From an optimization exercise on the open Yosys and OpenROAD flow, aimed at small area; shortcuts taken in it are not production practice. The RTL was checked by simulation tests, not by an equivalence proof against the original design. Power figures rest on the tool's default switching activity, not on a simulated workload.

## the previous run
// Top
module Top(
    input clk,
    input rst,
    input [4:0] adr_x,
    input [4:0] adr_y,
    input [2:0] opcode,
    input [0:0] vali,
    output reg [0:0] valo,
    output [3:0] red,
    output [3:0] green,
    output [3:0] blue,
    output reg Hsync,
    output reg Vsync,
    output reg written
    );
    wire op_proc  = (opcode == 3'd1);
    wire op_read  = (opcode == 3'd2);
    wire op_write = (opcode == 3'd3);
    wire op_reset = (opcode == 3'd4);
    reg [2:0] cnt;
    reg trig;
    always @(posedge clk)
        if (rst) begin
            cnt <= 3'd0;
            trig <= 1'b0;
        end else begin
            cnt <= cnt + 3'd1;
            trig <= (cnt == 3'd7);
        end
    reg [10:0] x, y;
    always @(posedge clk)
        if (rst) begin
            x <= 11'd0;
            y <= 11'd0;
            Hsync <= 1'b1;
            Vsync <= 1'b1;
        end else begin
            Hsync <= ~((x > 11'd1328) && (x < 11'd1440));
  ...
clock: 10.0 ns
lec_check: 0
cap_margin: 20
core_margin: 2
core_utilization: 78
place_density_lb_addon: 0.2
slew_margin: 20
synth_hierarchical: 1
synth_minimum_keep_size: 0
standard.sh (not shown) runs the stock make flow with config.mk's settings and CLKGATE_MAP_FILE= SYNTH_SCRIPT=/design/flow/synth_recipe.tcl, a recipe that flattens the netlist after the stock synthesis.
==> flow/flow/run.sh <==
#!/bin/bash
set -euo pipefail
cd "$(dirname "$0")/.."
R=orfs/results/${FLOW_PLATFORM:-sky130hd}/Top/base
LIB=$FLOW_HOME/platforms/sky130hd/lib/sky130_fd_sc_hd__tt_025C_1v80.lib
bash standard.sh synth > synth.log 2>&1
python3 flow/downsize.py $R/1_2_yosys.v $LIB > downsize.log 2>&1
rm -f $R/1_synth.odb
CTS='-sink_clustering_enable -repair_clock_nets -dont_use_dummy_load -sink_clustering_size 12 -sink_clustering_max_diameter 50 -buf_list {sky130_fd_sc_hd__clkbuf_4 sky130_fd_sc_hd__clkbuf_8}'
bash standard.sh "CTS_ARGS=$CTS" finish > layout.log 2>&1
Other scripts of this flow, unchanged in this note and not shown: flow/flow/downsize.py
The previous run | stages: all done | timing, DRC, antenna: all pass
Changes in the current run relative to the previous run:
-- flow/config.mk --
<<< the previous run, line 7
export LEC_CHECK = 0
export CAP_MARGIN = 20
export CORE_MARGIN = 2
export CORE_UTILIZATION = 78
export PLACE_DENSITY_LB_ADDON = 0.2
export SLEW_MARGIN = 20
export SYNTH_HIERARCHICAL = 1
>>> the current run, line 7
export LEC_CHECK = 0
export CAP_MARGIN = 5
export CORE_MARGIN = 2
export CORE_UTILIZATION = 72
export PLACE_DENSITY_LB_ADDON = 0.2
export SLEW_MARGIN = 5
export SYNTH_HIERARCHICAL = 1
- Status the current run: flow complete, layout not clean - max-slew violations
- The current run against the previous run; post-route met1 wirelength is up by a few percent.
- Per the comparison of the current run with the previous run, worst setup slack +140 ps; net switching power figure went down by 1.3 mW; layout cell share with drive strength beyond 1 moved down.
- Area of the placeable core is higher on the current run
- From the previous run to the current run the numbers moved as follows: aggregate routed wire length lost about 5%, fraction of power consumed by combinational cells fell by 1.2 points.
- Where die area is concerned, the previous run is better than the current run.
- Summary: with the previous run as the reference, maximum frequency in the current run moved up slightly.

---

## birch
Top again, from the RTL that the note above started with.
## Top
module Top(
    input clk,
    input rst,
    input [4:0] adr_x,
    input [4:0] adr_y,
    input [2:0] opcode,
    input [0:0] vali,
    output reg [0:0] valo,
    output [3:0] red,
    output [3:0] green,
    output [3:0] blue,
    output reg Hsync,
    output reg Vsync,
    output reg written
    );
clock: 10.0 ns
lec_check: 0
cap_margin: 20
core_margin: 2
core_utilization: 72
place_density_lb_addon: 0.2
slew_margin: 20
synth_hierarchical: 1
synth_minimum_keep_size: 0
==> flow/flow/downsize.py <==
#!/usr/bin/env python3
"""Rewrite a mapped sky130hd netlist so that every combinational cell uses the
smallest-area variant of its own family (same function and pin names).
Flip-flops, adders, tie cells and buffers/inverters are left alone.
usage: downsize.py NETLIST LIBERTY DONT_USE..."""
import re, sys

net, lib = sys.argv[1], sys.argv[2]
dont_use = set(sys.argv[3:])
txt = open(lib).read()

cells = {}
for m in re.finditer(r'\n\s*cell\s*\(\s*"?(sky130_fd_sc_hd__\w+)"?\s*\)\s*\{', txt):
    name = m.group(1)
    start = m.end()
    depth, i = 1, start
    while depth:
        c = txt[i]
        if c == '{': depth += 1
        elif c == '}': depth -= 1
        i += 1
    body = txt[start:i]
    area = float(re.search(r'\barea\s*:\s*([\d.]+)', body).group(1))
    pins = {}
    for pm in re.finditer(r'\bpin\s*\(\s*"?(\w+)"?\s*\)\s*\{([^{}]*)', body):
        d = re.search(r'direction\s*:\s*"?(\w+)', pm.group(2))
        f = re.search(r'function\s*:\s*"([^"]*)"', pm.group(2))
        pins[pm.group(1)] = (d.group(1) if d else '', f.group(1).replace(' ', '') if f else '')
    seq = bool(re.search(r'\b(ff|latch|statetable)\s*\(', body))
    cells[name] = (area, pins, seq)

def family(n):
    return re.sub(r'_\d+$', '', n)

keep_fam = re.compile(r'__(dfxtp|dfxbp|dfrtp|dfstp|dfbbp|edfxtp|sdf|dl|fa|ha|conb|buf|clkbuf|inv|clkinv|bufinv|clkdly|dlygate|dlymetal|tap|fill|decap|diode|lpflow|probe)')
best = {}
for n, (a, pins, seq) in cells.items():
    if seq or n in dont_use or keep_fam.search(n):
        continue
    f = family(n)
    if f not in best or a < cells[best[f]][0] or (a == cells[best[f]][0] and n < best[f]):
        best[f] = n

src = open(net).read()
count = {}
saved = 0.0
def sub(n, line):
    global saved
    if n not in cells or n not in best.values() and family(n) not in best:
        return line
    b = best.get(family(n))
    if b is None or b == n or keep_fam.search(n):
        return line
    if cells[b][1] != cells[n][1] or cells[b][0] >= cells[n][0]:
        return line
    count[(n, b)] = count.get((n, b), 0) + 1
    saved += cells[n][0] - cells[b][0]
    return line.replace(n, b, 1)

lines = src.split('\n')
for k, line in enumerate(lines):
    m = re.match(r'^(\s*)(sky130_fd_sc_hd__\w+)(\s.*)$', line)
    if m:
        lines[k] = sub(m.group(2), line)
open(net, 'w').write('\n'.join(lines))
for (a, b), c in sorted(count.items()):
    print(f"{c:6d} {a} -> {b}")
print(f"saved {saved:.1f} um2")
Scripts as last shown in full above: flow/flow/run.sh
In summary, birch completed successfully, with a layout that passed the timing, design-rule and antenna checks.
--- input diff birch..oak ---
# birch
export LEC_CHECK = 0
export CAP_MARGIN = 20
export CORE_MARGIN = 2
export CORE_UTILIZATION = 72
export PLACE_DENSITY_LB_ADDON = 0.2
export SLEW_MARGIN = 20
export SYNTH_HIERARCHICAL = 1
export SYNTH_MINIMUM_KEEP_SIZE = 0
create_clock -name core_clock -period 10.0 [get_ports {clk}]
# oak
export LEC_CHECK = 0
export CAP_MARGIN = 5
export CORE_MARGIN = 2
export CORE_UTILIZATION = 65
export GPL_TIMING_DRIVEN = 0
export PLACE_DENSITY_LB_ADDON = 0.2
export SLEW_MARGIN = 5
export SYNTH_HIERARCHICAL = 1
export SYNTH_MINIMUM_KEEP_SIZE = 0
create_clock -name core_clock -period 10.0 [get_ports {clk}]
The final report for oak shows a completed flow and a layout that fails verification, specifically slew limit. The number of max-capacitance violations reported was comparable across birch and oak. Per the comparison of oak with birch, delay contributed by the slowest stage of the critical path increased 0.11 ns; routability congestion estimate from global placement decreased about 4.5%; internal power of the cells lost about 0.4%; design area +about 3%.

---

The RTL this note starts from:
==> flow/design.v <==
module Top(
    input clk,
    input rst,
    input [4:0] adr_x,
    input [4:0] adr_y,
    input [2:0] opcode,
    input [0:0] vali,
    output reg [0:0] valo,
    output [3:0] red,
    output [3:0] green,
    output [3:0] blue,
    output reg Hsync,
    output reg Vsync,
    output reg written
    );
    wire op_proc  = (opcode == 3'd1);
    wire op_read  = (opcode == 3'd2);
    wire op_write = (opcode == 3'd3);
    wire op_reset = (opcode == 3'd4);
    reg [2:0] cnt;
    reg trig;
    always @(posedge clk)
        if (rst) begin
            cnt <= 3'd0;
            trig <= 1'b0;
        end else begin
            cnt <= cnt + 3'd1;
            trig <= (cnt == 3'd7);
        end
    reg [10:0] x, y;
    always @(posedge clk)
        if (rst) begin
            x <= 11'd0;
            y <= 11'd0;
            Hsync <= 1'b1;
            Vsync <= 1'b1;
        end else begin
            Hsync <= ~((x > 11'd1328) && (x < 11'd1440));
            Vsync <= ~((y > 11'd1025) && (y < 11'd1028));
            if (x == 11'd1687) begin
                x <= 11'd0;
                y <= (y == 11'd1065) ? 11'd0 : y + 11'd1;
            end else
                x <= x + 11'd1;
        end
    wire gen = op_proc & trig;
    wire keep_all = ~gen & ~op_reset;
    wire [31:0] wset_c, nkeep_c, nkeep_r, row_r, col_r, vrow, vcol;
    genvar i, j;
    generate
        for (i = 0; i < 32; i = i + 1) begin : dec
            wire colh = op_write & (adr_x == i);
            assign wset_c[i] = colh & vali;
            assign nkeep_c[i] = ~(keep_all & ~(colh & ~vali));
            assign row_r[i]  = (adr_y == i);
            assign col_r[i]  = (adr_x == i);
            assign vrow[i]   = (y[9:5] == i);
            assign vcol[i]   = (x[9:5] == i);
            assign nkeep_r[i] = ~(keep_all & ~row_r[i]);
        end
    endgenerate
    reg  [31:0] sn [0:31];
    reg  [31:0] nxt [0:15];
    wire [31:0] life [0:15];         
    wire [31:0] dn [0:31];
    wire [31:0] halon;               
    generate
        for (i = 0; i < 32; i = i + 1) begin : col
            for (j = 0; j < 32; j = j + 1) begin : row
                if (i < 16)
                    upd_n ua (.g(gen), .t(nxt[i][j]), .wc(wset_c[i]), .row(row_r[j]),
                              .nkc(nkeep_c[i]), .nkr(nkeep_r[j]), .sn(sn[i][j]), .dn(dn[i][j]));
                else
                    upd_n ub (.g(gen), .t(life[31-i][j]), .wc(wset_c[i]), .row(row_r[j]),
                              .nkc(nkeep_c[i]), .nkr(nkeep_r[j]), .sn(sn[i][j]), .dn(dn[i][j]));
            end
            always @(posedge clk)
                sn[i] <= dn[i];
        end
        for (j = 0; j < 32; j = j + 1) begin : hl
            upd_hn uh (.wc(wset_c[16]), .row(row_r[j]),
                       .nkc(nkeep_c[16]), .nkr(nkeep_r[j]), .sn(sn[16][j]), .dn(halon[j]));
        end
    endgenerate
    wire ntrig = ~trig;
    wire [31:0] u [0:16];
    generate
        for (i = 0; i < 17; i = i + 1) begin : um
            for (j = 0; j < 32; j = j + 1) begin : r
                if (i < 16)
                    aoi22 m (.a1(trig), .a2(sn[31-i][j]), .b1(ntrig), .b2(dn[i][j]), .y(u[i][j]));
                else
                    aoi22 m (.a1(trig), .a2(sn[15][j]), .b1(ntrig), .b2(halon[j]), .y(u[i][j]));
            end
        end
    endgenerate
    wire [31:0] v0 [0:17];
    wire [31:0] v1 [0:17];
    generate
        for (i = 0; i < 17; i = i + 1) begin : vs
            ha2 vt (.a(u[i][0]), .b(u[i][1]), .s(v0[i+1][0]), .co(v1[i+1][0]));
            for (j = 1; j < 31; j = j + 1) begin : r
                fa3 vf (.a(u[i][j-1]), .b(u[i][j]), .c(u[i][j+1]), .s(v0[i+1][j]), .co(v1[i+1][j]));
            end
            ha2 vb (.a(u[i][30]), .b(u[i][31]), .s(v0[i+1][31]), .co(v1[i+1][31]));
        end
    endgenerate
    generate
        for (i = 0; i < 16; i = i + 1) begin : lc
            for (j = 0; j < 32; j = j + 1) begin : lr
                wire p0, p1, n0, q, d0, d1;
                if (i == 0 && j == 0) begin : p_a
                    assign p0 = v0[i+2][j];
                end else if (i == 0) begin : p_b
                    ha2 f1 (.a(v0[i+2][j]), .b(u[i][j-1]), .s(p0), .co(p1));
                end else if (j == 0) begin : p_c
                    ha2 f1 (.a(v0[i][j]), .b(v0[i+2][j]), .s(p0), .co(p1));
                end else begin : p_d
                    fa3 f1 (.a(v0[i][j]), .b(v0[i+2][j]), .c(u[i][j-1]), .s(p0), .co(p1));
                end
                if (j < 31) begin : n_a
                    ha2 f2 (.a(p0), .b(u[i][j+1]), .s(n0), .co(q));
                end else begin : n_b
                    assign n0 = p0;
                end
                if (i == 0 && j == 0) begin : d_a
                    assign d0 = v1[i+2][j];
                end else if (i == 0) begin : d_b
                    ha2 f3 (.a(v1[i+2][j]), .b(p1), .s(d0), .co(d1));
                end else begin : d_c
                    fa3 f3 (.a(v1[i][j]), .b(v1[i+2][j]), .c(p1), .s(d0), .co(d1));
                end
                if (i == 0 && j == 0) begin : f_a
                    lfin_d q0 (.d0(d0), .q(q), .n0(n0), .me(u[i][j]), .life(life[i][j]));
                end else if (j == 31) begin : f_b
                    lfin_q lf (.d0(d0), .d1(d1), .n0(n0), .me(u[i][j]), .life(life[i][j]));
                end else begin : f_c
                    lfin lf (.d0(d0), .d1(d1), .q(q), .n0(n0), .me(u[i][j]), .life(life[i][j]));
                end
                always @(posedge clk)
                    nxt[i][j] <= life[i][j];
            end
        end
    endgenerate
    wire [31:0] rcol, vcolv;
    generate
        for (i = 0; i < 32; i = i + 1) begin : rp
            aomux32 rm (.d(sn[i]), .sel(row_r), .y(rcol[i]));
            aomux32 vm (.d(sn[i]), .sel(vrow), .y(vcolv[i]));
        end
    endgenerate
    wire rdn, pvn;            
    aomux32 rmf (.d(rcol), .sel(col_r), .y(rdn));
    aomux32 vmf (.d(vcolv), .sel(vcol), .y(pvn));
    always @(posedge clk) begin
        valo <= op_read & ~rdn;
        written <= op_write;
    end
    reg p;
    always @(posedge clk)
        p <= ~op_reset & ~pvn;
    wire vis = p & ~x[10] & ~y[10];
    assign red = {4{vis}};
    assign green = {4{vis}};
    assign blue = {4{vis}};
endmodule
module fa3(input a, b, c, output s, co);
    assign s = a ^ b ^ c;
    assign co = (a & b) | (a & c) | (b & c);
endmodule
module ha2(input a, b, output s, co);
    assign s = a ^ b;
    assign co = a & b;
endmodule
module aoi22(input a1, a2, b1, b2, output y);
    assign y = ~((a1 & a2) | (b1 & b2));
endmodule
module aomux32(input [31:0] d, input [31:0] sel, output y);
    wire [10:0] t;           
    genvar k;
    generate
        for (k = 0; k < 10; k = k + 1) begin : g
            aoi222 a (.a1(d[3*k]), .a2(sel[3*k]), .b1(d[3*k+1]), .b2(sel[3*k+1]),
                      .c1(d[3*k+2]), .c2(sel[3*k+2]), .y(t[k]));
        end
    endgenerate
    aoi22 a10 (.a1(d[30]), .a2(sel[30]), .b1(d[31]), .b2(sel[31]), .y(t[10]));
    nand11 n (.a(t), .y(y));
endmodule
module aoi222(input a1, a2, b1, b2, c1, c2, output y);
    assign y = ~((a1 & a2) | (b1 & b2) | (c1 & c2));
endmodule
module nand11(input [10:0] a, output y);
    assign y = ~&a;
endmodule
module lfin(input d0, d1, q, n0, me, output life);
    assign life = ~d1 & (d0 ^ q) & (n0 | me);
endmodule
module upd_n(input g, t, wc, row, nkc, nkr, sn, output dn);
    assign dn = ~((g & t) | (wc & row) | (~sn & ~(nkc & nkr)));
endmodule
module upd_hn(input wc, row, nkc, nkr, sn, output dn);
    assign dn = ~((wc & row) | (~sn & ~(nkc & nkr)));
endmodule
module lfin_d(input d0, q, n0, me, output life);
    assign life = (d0 ^ q) & (n0 | me);
endmodule
module lfin_q(input d0, d1, n0, me, output life);
    assign life = ~d1 & d0 & (n0 | me);
endmodule
clock: 10.0 ns
lec_check: 0
cap_margin: 20
core_margin: 2
core_utilization: 75
place_density_lb_addon: 0.2
slew_margin: 20
synth_hierarchical: 1
synth_minimum_keep_size: 0
Scripts as last shown in full above: flow/flow/run.sh, flow/flow/downsize.py
Rerun with:
Settings changed: CAP_MARGIN 20 to 5, CORE_UTILIZATION 75 to 65, SLEW_MARGIN 20 to 5.
Outcome:
- Now the flow ran to the end with violations: slew limit
- utilization goes down by 11 points
- global-route usage is lower by 9.1 points
- via count goes down by a few percent

---

Top, a different RTL version from the one above (not shown whole).
For scale: about 9,200 cells after synthesis.
clock: 10.0 ns
lec_check: 0
cap_margin: 20
core_margin: 2
core_utilization: 65
place_density_lb_addon: 0.2
slew_margin: 20
synth_hierarchical: 1
synth_minimum_keep_size: 0
Scripts as last shown in full above: flow/flow/run.sh, flow/flow/downsize.py
The starting point completed without violations.
Change:
Settings changed: CAP_MARGIN 20 to 5, SLEW_MARGIN 20 to 5.
The new run finished with timing, DRC and antenna clean.
Non-clock buffer count went down by 9.
First-iteration DRC count is lower by 0.39%.
Power hardly moves.
Setup slack gets better by 55 ps.
Utilization is about the same.
Cell area stays flat.
Count of clock-buffer cells in the layout fell by 1.
Routed wire length is about the same.
Fmax went up by about 0.7%.
Change:
==> flow/flow/run.sh (replaced) <==
#!/bin/bash
set -euo pipefail
cd "$(dirname "$0")/.."
R=orfs/results/${FLOW_PLATFORM:-sky130hd}/Top/base
LIB=$FLOW_HOME/platforms/sky130hd/lib/sky130_fd_sc_hd__tt_025C_1v80.lib
bash standard.sh synth > synth.log 2>&1
python3 flow/downsize.py $R/1_2_yosys.v $LIB > downsize.log 2>&1
rm -f $R/1_synth.odb
bash standard.sh > layout.log 2>&1
Settings changed: CAP_MARGIN 5 to 20, CORE_UTILIZATION 65 to 50, CTS_BUF_LIST set to sky130_fd_sc_hd__clkbuf_8, CTS_CLUSTER_DIAMETER set to 60, CTS_CLUSTER_SIZE set to 16, SLEW_MARGIN 5 to 20.
Setup slack is better by 390 ps.
Total power is about the same.
Combinational power decreases by about 2%.
Global-route usage decreases by 12 points.
Maximum frequency increases by 5.2%.

-- static timing again, ports no longer ideal --
Ports are ideal in the flow. The routed layouts listed here were re-timed in OpenROAD.
Step 1 sets driving cells, clkbuf_16 on the clock port and buf_2 on the other inputs (assumed; they add their load-dependent delay and slew).
Step 2 moves the port delays by t, midway between the first and last clock arrival at a register: inputs arrive t later, outputs are due t later. That takes back most of the time a late clock gives input paths.
a / b / c = ideal / step 1 / step 2; a / b = the first two.
run | t, ns | setup slack, ns | worst setup path at the end | worst data-port slew with drivers (ns) | cell pins on the clock port's net
the previous run | 1.056 | 2.135 / 2.188 / 1.132 | input to register | 0.21 | 1
the current run | 1.022 | 2.271 / 2.312 / 1.291 | input to register | 0.04 | 1
birch | 1.027 | 2.333 / 2.389 / 1.362 | input to register | 0.04 | 1
oak | 1.066 | 1.448 / 1.504 / 0.439 | input to register | 0.12 | 1
the first run of note 3 | 1.062 | 2.139 / 2.203 / 1.141 | input to register | 0.19 | 1
the second run of note 3 | 1.089 | 2.052 / 2.117 / 1.028 | input to register | 0.06 | 1
the first run of note 4 | 1.058 | 2.040 / 2.093 / 1.035 | input to register | 0.11 | 1
the second run of note 4 | 1.111 | 2.095 / 2.169 / 1.058 | input to register | 0.12 | 1
the third run of note 4 | 1.077 | 2.487 / 2.542 / 1.465 | input to register | 0.16 | 1
For the second run of note 4, which loses most, drivers alone change the setup slack by +0.074 ns; drivers and shift together by -1.037 ns.
